Context: an optimization exercise on an open-source flow, tuned for small area. The choices shown serve that exercise and are no tape-out recipe. RTL that was checked went through simulation tests only; none was proved equivalent to the original. Power is estimated from default activity; no workload was simulated.

// top
module top(
  input clk,
  input rst,
  input ftdi_rx,
  input trigger_in,
  input gpio_in1,
  input gpio_in2,
  output gpio_out,
  output ftdi_tx,
  output led0_g,
  output led0_r,
  output led0_b,
  output led2_g,
  output led2_r,
  output led2_b,
  output led_blink,
  output led5_debug,
  output led6_debug,
  output debug_io0_14_p30,
  output led_glitch_out,
  output wire glitch_out,
  output invert_glitch_out,
  output wire reset_out
    );
Size in the first run: about 460 flip-flops, roughly 22 I/O pins, roughly 20000 um^2 of cells after synthesis.
clock: 10.0 ns
lec_check: 0
cap_margin: 10
core_margin: 2
core_utilization: 65
cts_buf_list: sky130_fd_sc_hd__clkbuf_8
cts_cluster_diameter: 50
cts_cluster_size: 16
slew_margin: 10
run.sh (not shown) runs the stock make flow with config.mk's settings and CLKGATE_MAP_FILE= SYNTH_SCRIPT=/design/flow/synth_recipe.tcl, a recipe that flattens the netlist after the stock synthesis.
The starting point finished clean.
Rerun with:
--- a/flow/design.v
+++ b/flow/design.v
@@ -103,12 +103,16 @@
   input wire [31:0] glitch_delay,
   input wire [31:0] glitch_width,
   input wire [31:0] glitch_count,
   input wire [31:0] glitch_gap,
   input wire [31:0] glitch_max,
   input wire [31:0] reset_target,
+  input wire width_zero,
+  input wire gap_zero,
+  input wire max_zero,
+  input wire target_zero,
   output reg glitched,
   input wire vstart,
   output reg vout,
   output wire finished,
   output wire reset_out
     );
@@ -133,28 +137,25 @@
 endfunction
 wire [31:0] phase_nx = inc32(phase_cnt, !(rst && !s_delay));
 wire [31:0] phase_len = ({32{s_delay}} & glitch_delay) |
                         ({32{s_glitch}} & glitch_width) |
                         ({32{s_gap}} & glitch_gap);
 wire phase_hit = phase_cnt == phase_len;
-wire width_zero = glitch_width == 32'd0;
-wire gap_zero = glitch_gap == 32'd0;
 wire phase_done = phase_hit || (s_glitch && width_zero) || (s_gap && gap_zero);
 wire count_done = pulse_no == glitch_count;
-wire target_nz = reset_target != 32'd0;
 wire [31:0] rt_diff = reset_cnt ^ reset_target;
 wire target_eq = rt_diff == 32'd0;
 reg target_lt;
 integer k;
 always @(*) begin
   target_lt = 1'b0;
   for (k = 0; k < 32; k = k + 1)
     target_lt = rt_diff[k] ? reset_target[k] : target_lt;
 end
-assign finished = glitch_max != 32'd0 && cycles == glitch_max;
-assign reset_out = !enable || !target_nz || !s_delay || target_eq;
+assign finished = !max_zero && cycles == glitch_max;
+assign reset_out = !enable || target_zero || !s_delay || target_eq;
 wire pulse_end = enable && s_glitch && phase_done;       
 wire train_end = pulse_end && count_done;                
 wire rst_inc = enable && s_delay && !phase_done && target_lt;
 wire rst_clr = (enable && s_delay && phase_done) || (rst && !rst_inc);
 wire pulse_clr = !enable || train_end || (rst && !pulse_end);
 always @(posedge clk)
@@ -208,13 +209,17 @@
   output reg [31:0] glitch_gap,
   output reg [31:0] glitch_max,
   output reg armed,
   output reg reset_glitcher,
   output reg vstart,
   output reg invert_trigger,
-  output reg [31:0] reset_target
+  output reg [31:0] reset_target,
+  output reg width_zero,
+  output reg gap_zero,
+  output reg max_zero,
+  output reg target_zero
   );
 localparam [3:0] N_GPIO = 4'h0, N_RSTG = 4'h1, N_FORCE = 4'h2, N_ACK = 4'h3,
                  N_FLAG = 4'h4, N_DELAY = 4'h5, N_WIDTH = 4'h6, N_COUNT = 4'h7,
                  N_ARM = 4'h8, N_GAP = 4'h9, N_RST = 4'hA, N_VSTART = 4'hB,
                  N_MAX = 4'hC, N_BUILD = 4'hD, N_INVERT = 4'hE, N_RTGT = 4'hF;
 reg busy;
@@ -268,19 +273,24 @@
       2'd0: reply_byte = u32_data[7:0];
       2'd1: reply_byte = u32_data[15:8];
       2'd2: reply_byte = u32_data[23:16];
       default: reply_byte = u32_data[31:24];
     endcase
 wire [31:0] wdata = rst ? 32'd0 : u32_data;
+wire wzero = rst || u32_data == 32'd0;
 always @(posedge clk) begin
   if (rst || (u32_valid && nib == N_DELAY)) glitch_delay <= wdata;
   if (rst || (u32_valid && nib == N_WIDTH)) glitch_width <= wdata;
   if (rst || (u32_valid && nib == N_COUNT)) glitch_count <= wdata;
   if (rst || (u32_valid && nib == N_GAP))   glitch_gap <= wdata;
   if (rst || (u32_valid && nib == N_MAX))   glitch_max <= wdata;
   if (rst || (u32_valid && nib == N_RTGT))  reset_target <= wdata;
+  if (rst || (u32_valid && nib == N_WIDTH)) width_zero <= wzero;
+  if (rst || (u32_valid && nib == N_GAP))   gap_zero <= wzero;
+  if (rst || (u32_valid && nib == N_MAX))   max_zero <= wzero;
+  if (rst || (u32_valid && nib == N_RTGT))  target_zero <= wzero;
 end
 wire rx_nz = rx_data != 8'd0;
 always @(posedge clk)
   begin
     if (rst)
       begin
@@ -395,12 +405,13 @@
 wire finished;
 wire vstart;
 wire invert_trigger;
 wire [1:0] force_state;
 wire reset_glitcher;
 wire glitch;
+wire width_zero, gap_zero, max_zero, target_zero;
 cmd cmd_inst
 (
   .clk(clk),
   .rst(rst),
   .din(ftdi_rx),
   .dout(ftdi_tx),
@@ -418,20 +429,24 @@
   .reset_glitcher(reset_glitcher),
   .vstart(vstart),
   .invert_trigger(invert_trigger),
   .reset_target(reset_target),
   .gpio_in1(gpio_in1),
   .gpio_in2(gpio_in2),
-  .gpio_out(gpio_out)
+  .gpio_out(gpio_out),
+  .width_zero(width_zero),
+  .gap_zero(gap_zero),
+  .max_zero(max_zero),
+  .target_zero(target_zero)
   );
 wire automatic_out = force_state == 2'd2;
 wire trigger = invert_trigger ^ trigger_in;
 assign glitch_out = automatic_out ? glitch : force_state[0];
 assign invert_glitch_out = !glitch_out;
 wire enable = automatic_out && !finished &&
-              ((armed && trigger) || (glitch_max != 32'd0 && glitched));
+              ((armed && trigger) || (!max_zero && glitched));
 glitch glitchi
 (
   .clk(clk),
   .rst(rst || reset_glitcher),
   .enable(enable),
   .vout(glitch),
@@ -441,13 +456,17 @@
   .glitch_gap(glitch_gap),
   .glitch_max(glitch_max),
   .glitched(glitched),
   .vstart(vstart),
   .finished(finished),
   .reset_target(reset_target),
-  .reset_out(reset_out)
+  .reset_out(reset_out),
+  .width_zero(width_zero),
+  .gap_zero(gap_zero),
+  .max_zero(max_zero),
+  .target_zero(target_zero)
 );
 wire t5, t13, t17, t33, t49;
 pwm #(.W(3), .TERM(3'd4))   p5  (.clk(clk), .rst(rst), .term(t5));
 pwm #(.W(4), .TERM(4'd12))  p13 (.clk(clk), .rst(rst), .term(t13));
 pwm #(.W(5), .TERM(5'd16))  p17 (.clk(clk), .rst(rst), .term(t17));
 pwm #(.W(6), .TERM(6'd32))  p33 (.clk(clk), .rst(rst), .term(t33));
Effect: Worst setup slack gains 0.10 ns; clock-buffer cell count is lower by 2; routed wire length is lower by a few percent; clock skew hardly moves; sequential power is lower slightly; critical path depth is lower by 2; cell area is lower slightly; via count is lower by a few percent; total power is lower slightly.

---

before:
top, a different RTL version from the one above (not shown whole).
Size in the first run: about 22000 µm² of cells after synthesis.
Design top, start of the top module:
module top(
  input clk,
  input rst,
  input ftdi_rx,
  input trigger_in,
  input gpio_in1,
  input gpio_in2,
  output gpio_out,
  output ftdi_tx,
  output led0_g,
  output led0_r,
  output led0_b,
  output led2_g,
  output led2_r,
  output led2_b,
  output led_blink,
  output led5_debug,
  output led6_debug,
  output debug_io0_14_p30,
  output led_glitch_out,
  output wire glitch_out,
  output invert_glitch_out,
  output wire reset_out
    );
wire [31:0] glitch_delay;
wire [31:0] glitch_width;
wire [31:0] glitch_count;
wire [31:0] glitch_gap;
wire [31:0] glitch_max;
wire [31:0] reset_target;
wire armed;
wire glitched;
wire finished;
wire vstart;
wire invert_trigger;
wire [1:0] force_state;
wire reset_glitcher;
wire glitch;
cmd cmd_inst
(
  .clk(clk),
  .rst(rst),
  .din(ftdi_rx),
  .dout(ftdi_tx),
  .trigger_in(trigger_in),
  .glitch_delay(glitch_delay),
  .glitch_width(glitch_width),
  .glitch_count(glitch_count),
  .glitch_gap(glitch_gap),
  .glitch_max(glitch_max),
  .armed(armed),
  .finished(finished),
  .glitched(glitched),
  .glitch_out(glitch_out),
  .force_state(force_state),
  .reset_glitcher(reset_glitcher),
  .vstart(vstart),
  .invert_trigger(invert_trigger),
  .reset_target(reset_target),
  .gpio_in1(gpio_in1),
  .gpio_in2(gpio_in2),
  .gpio_out(gpio_out)
  );
wire automatic_out = force_state == 2'd2;
  ...
==> module glitch, before the edit <==
module glitch(
  input clk,
  input rst,
  input enable,
  input wire [31:0] glitch_delay,
  input wire [31:0] glitch_width,
  input wire [31:0] glitch_count,
  input wire [31:0] glitch_gap,
  input wire [31:0] glitch_max,
  input wire [31:0] reset_target,
  output reg glitched,
  input wire vstart,
  output reg vout,
  output wire finished,
  output wire reset_out
    );
reg [31:0] width_cnt;
reg [31:0] cnt;
reg [31:0] cycles;
reg [31:0] reset_cnt;
reg [1:0] state;    
wire s_delay = !state[0] && !state[1];
wire s_glitch = state[0];
wire s_gap = state[1];
wire [31:0] width_nx = width_cnt + 32'd1;
wire [31:0] cnt_nx = cnt + 32'd1;
wire delay_done = width_cnt == glitch_delay;
wire width_done = width_nx == glitch_width || glitch_width == 32'd0;
wire gap_done = width_nx == glitch_gap || glitch_gap == 32'd0;
wire count_done = cnt_nx == glitch_count;
wire target_nz = reset_target != 32'd0;
wire target_eq = reset_cnt == reset_target;
wire target_lt = reset_cnt < reset_target;
assign finished = glitch_max != 32'd0 && cycles == glitch_max;
assign reset_out = !enable || !target_nz || !s_delay || target_eq;
wire phase_done = s_glitch ? width_done : s_gap ? gap_done : delay_done;
wire pulse_end = enable && s_glitch && width_done;       
wire train_end = pulse_end && count_done;                
wire rst_inc = enable && s_delay && !delay_done && target_lt;
wire rst_clr = (enable && s_delay && delay_done) || (rst && !rst_inc);
wire cnt_clr = !enable || train_end || (rst && !pulse_end);
always @(posedge clk)
  begin
    width_cnt <= (enable && !phase_done) ? width_nx : 32'd0;
    cnt <= cnt_clr ? 32'd0 : pulse_end ? cnt_nx : cnt;
    cycles <= (rst && !train_end) ? 32'd0 : cycles + {31'd0, train_end};
    reset_cnt <= rst_clr ? 32'd0 : reset_cnt + {31'd0, rst_inc};
    glitched <= enable || (glitched && !rst);
    if (enable)
      begin
        if (s_glitch)
          state <= width_done ? (count_done ? 2'd0 : 2'd2) : (rst ? 2'd0 : 2'd1);
        else if (s_gap)
          state <= gap_done ? 2'd1 : (rst ? 2'd0 : 2'd2);
        else
          state <= {1'b0, delay_done};
      end
    else
      state <= 2'd0;
    if (enable)
      begin
        if (s_glitch)
          vout <= width_done ? 1'b1 : rst ? vstart : vout;
        else if (s_gap)
          vout <= gap_done ? 1'b0 : rst ? vstart : vout;
        else
          vout <= !delay_done;
      end
    else if (rst || !glitched)
      vout <= vstart;
  end
endmodule
clock: 10.0 ns
lec_check: 0
cap_margin: 20
core_margin: 2
core_utilization: 40
slew_margin: 20
before: done, clean on timing, DRC and antenna
What after does differently from before at the input level:
diff --git a/flow/design.v b/flow/design.v
--- a/flow/design.v
+++ b/flow/design.v
@@ -120,8 +120,19 @@
 wire s_delay = !state[0] && !state[1];
 wire s_glitch = state[0];
 wire s_gap = state[1];
-wire [31:0] width_nx = width_cnt + 32'd1;
-wire [31:0] cnt_nx = cnt + 32'd1;
+function [31:0] inc32(input [31:0] x, input ci);
+  integer i;
+  reg c;
+  begin
+    c = ci;
+    for (i = 0; i < 32; i = i + 1) begin
+      inc32[i] = x[i] ^ c;
+      c = x[i] & c;
+    end
+  end
+endfunction
+wire [31:0] width_nx = inc32(width_cnt, 1'b1);
+wire [31:0] cnt_nx = inc32(cnt, 1'b1);
 wire delay_done = width_cnt == glitch_delay;
 wire width_done = width_nx == glitch_width || glitch_width == 32'd0;
 wire gap_done = width_nx == glitch_gap || glitch_gap == 32'd0;
@@ -141,8 +152,8 @@
   begin
     width_cnt <= (enable && !phase_done) ? width_nx : 32'd0;
     cnt <= cnt_clr ? 32'd0 : pulse_end ? cnt_nx : cnt;
-    cycles <= (rst && !train_end) ? 32'd0 : cycles + {31'd0, train_end};
-    reset_cnt <= rst_clr ? 32'd0 : reset_cnt + {31'd0, rst_inc};
+    cycles <= (rst && !train_end) ? 32'd0 : inc32(cycles, train_end);
+    reset_cnt <= rst_clr ? 32'd0 : inc32(reset_cnt, rst_inc);
     glitched <= enable || (glitched && !rst);
     if (enable)
       begin
The flow for after finished, though final verification flagged negative setup slack. Total power for after is lower than for before. before → after: non-filler instance count after layout has decreased, total wire length after detailed routing has decreased, final critical-path setup slack has decreased, via count of the first global-routing pass has decreased, share of post-route cells with drive strength above 1 has increased. Compared with before, after shows die area that has gone down by a little under 10%. Summary of after over before: worst slack on hold paths neither gained nor lost much; via total after detailed routing went down 3685; sequential cell count comparable; number of clock buffers in the layout increased by 3 relative to the old numbers. Last weighted congestion value of the routability-driven placer for after: 12% down relative to before. Against before, after comes in 4160 ps higher on final critical delay including setup and external delays. The multi-input gate share of total cell area number comes out lower for after vs before.
The RTL of after was laid out without a check of its function.

## separate check: timing with driven ports
How much do the figures lean on ideal ports? The routed layouts below were timed once more, with nothing changed but the port constraints. Step 1, drivers: a clkbuf_16 drives clk and a buf_2 each remaining input, both assumed. Step 2 moves the port delays by t, midway between the first and last clock arrival at a register: inputs arrive t later, outputs are due t later. That takes back most of the time a late clock gives input paths. a / b / c = ideal / step 1 / step 2; a / b = the first two.
run	t (ns)	setup WS [ns]	hold slack, ns	worst slew at a driven data input, ns	pins driven straight from the clock port
the first run of note 1	0.618	0.566 / 0.566 / 0.047	0.440 / 0.440 / 0.440	0.04	1
the second run of note 1	0.609	0.670 / 0.697 / 0.088	0.421 / 0.421 / 0.421	0.03	1
before	0.649	3.283 / 3.261 / 3.261	0.429 / 0.429 / 0.429	0.04	1
after	0.621	-0.879 / -0.879 / -0.879	0.430 / 0.430 / 0.430	0.03	1
The setup slack of the second run of note 1, which loses most, moves by +0.027 ns with the drivers and by -0.582 ns with both steps.
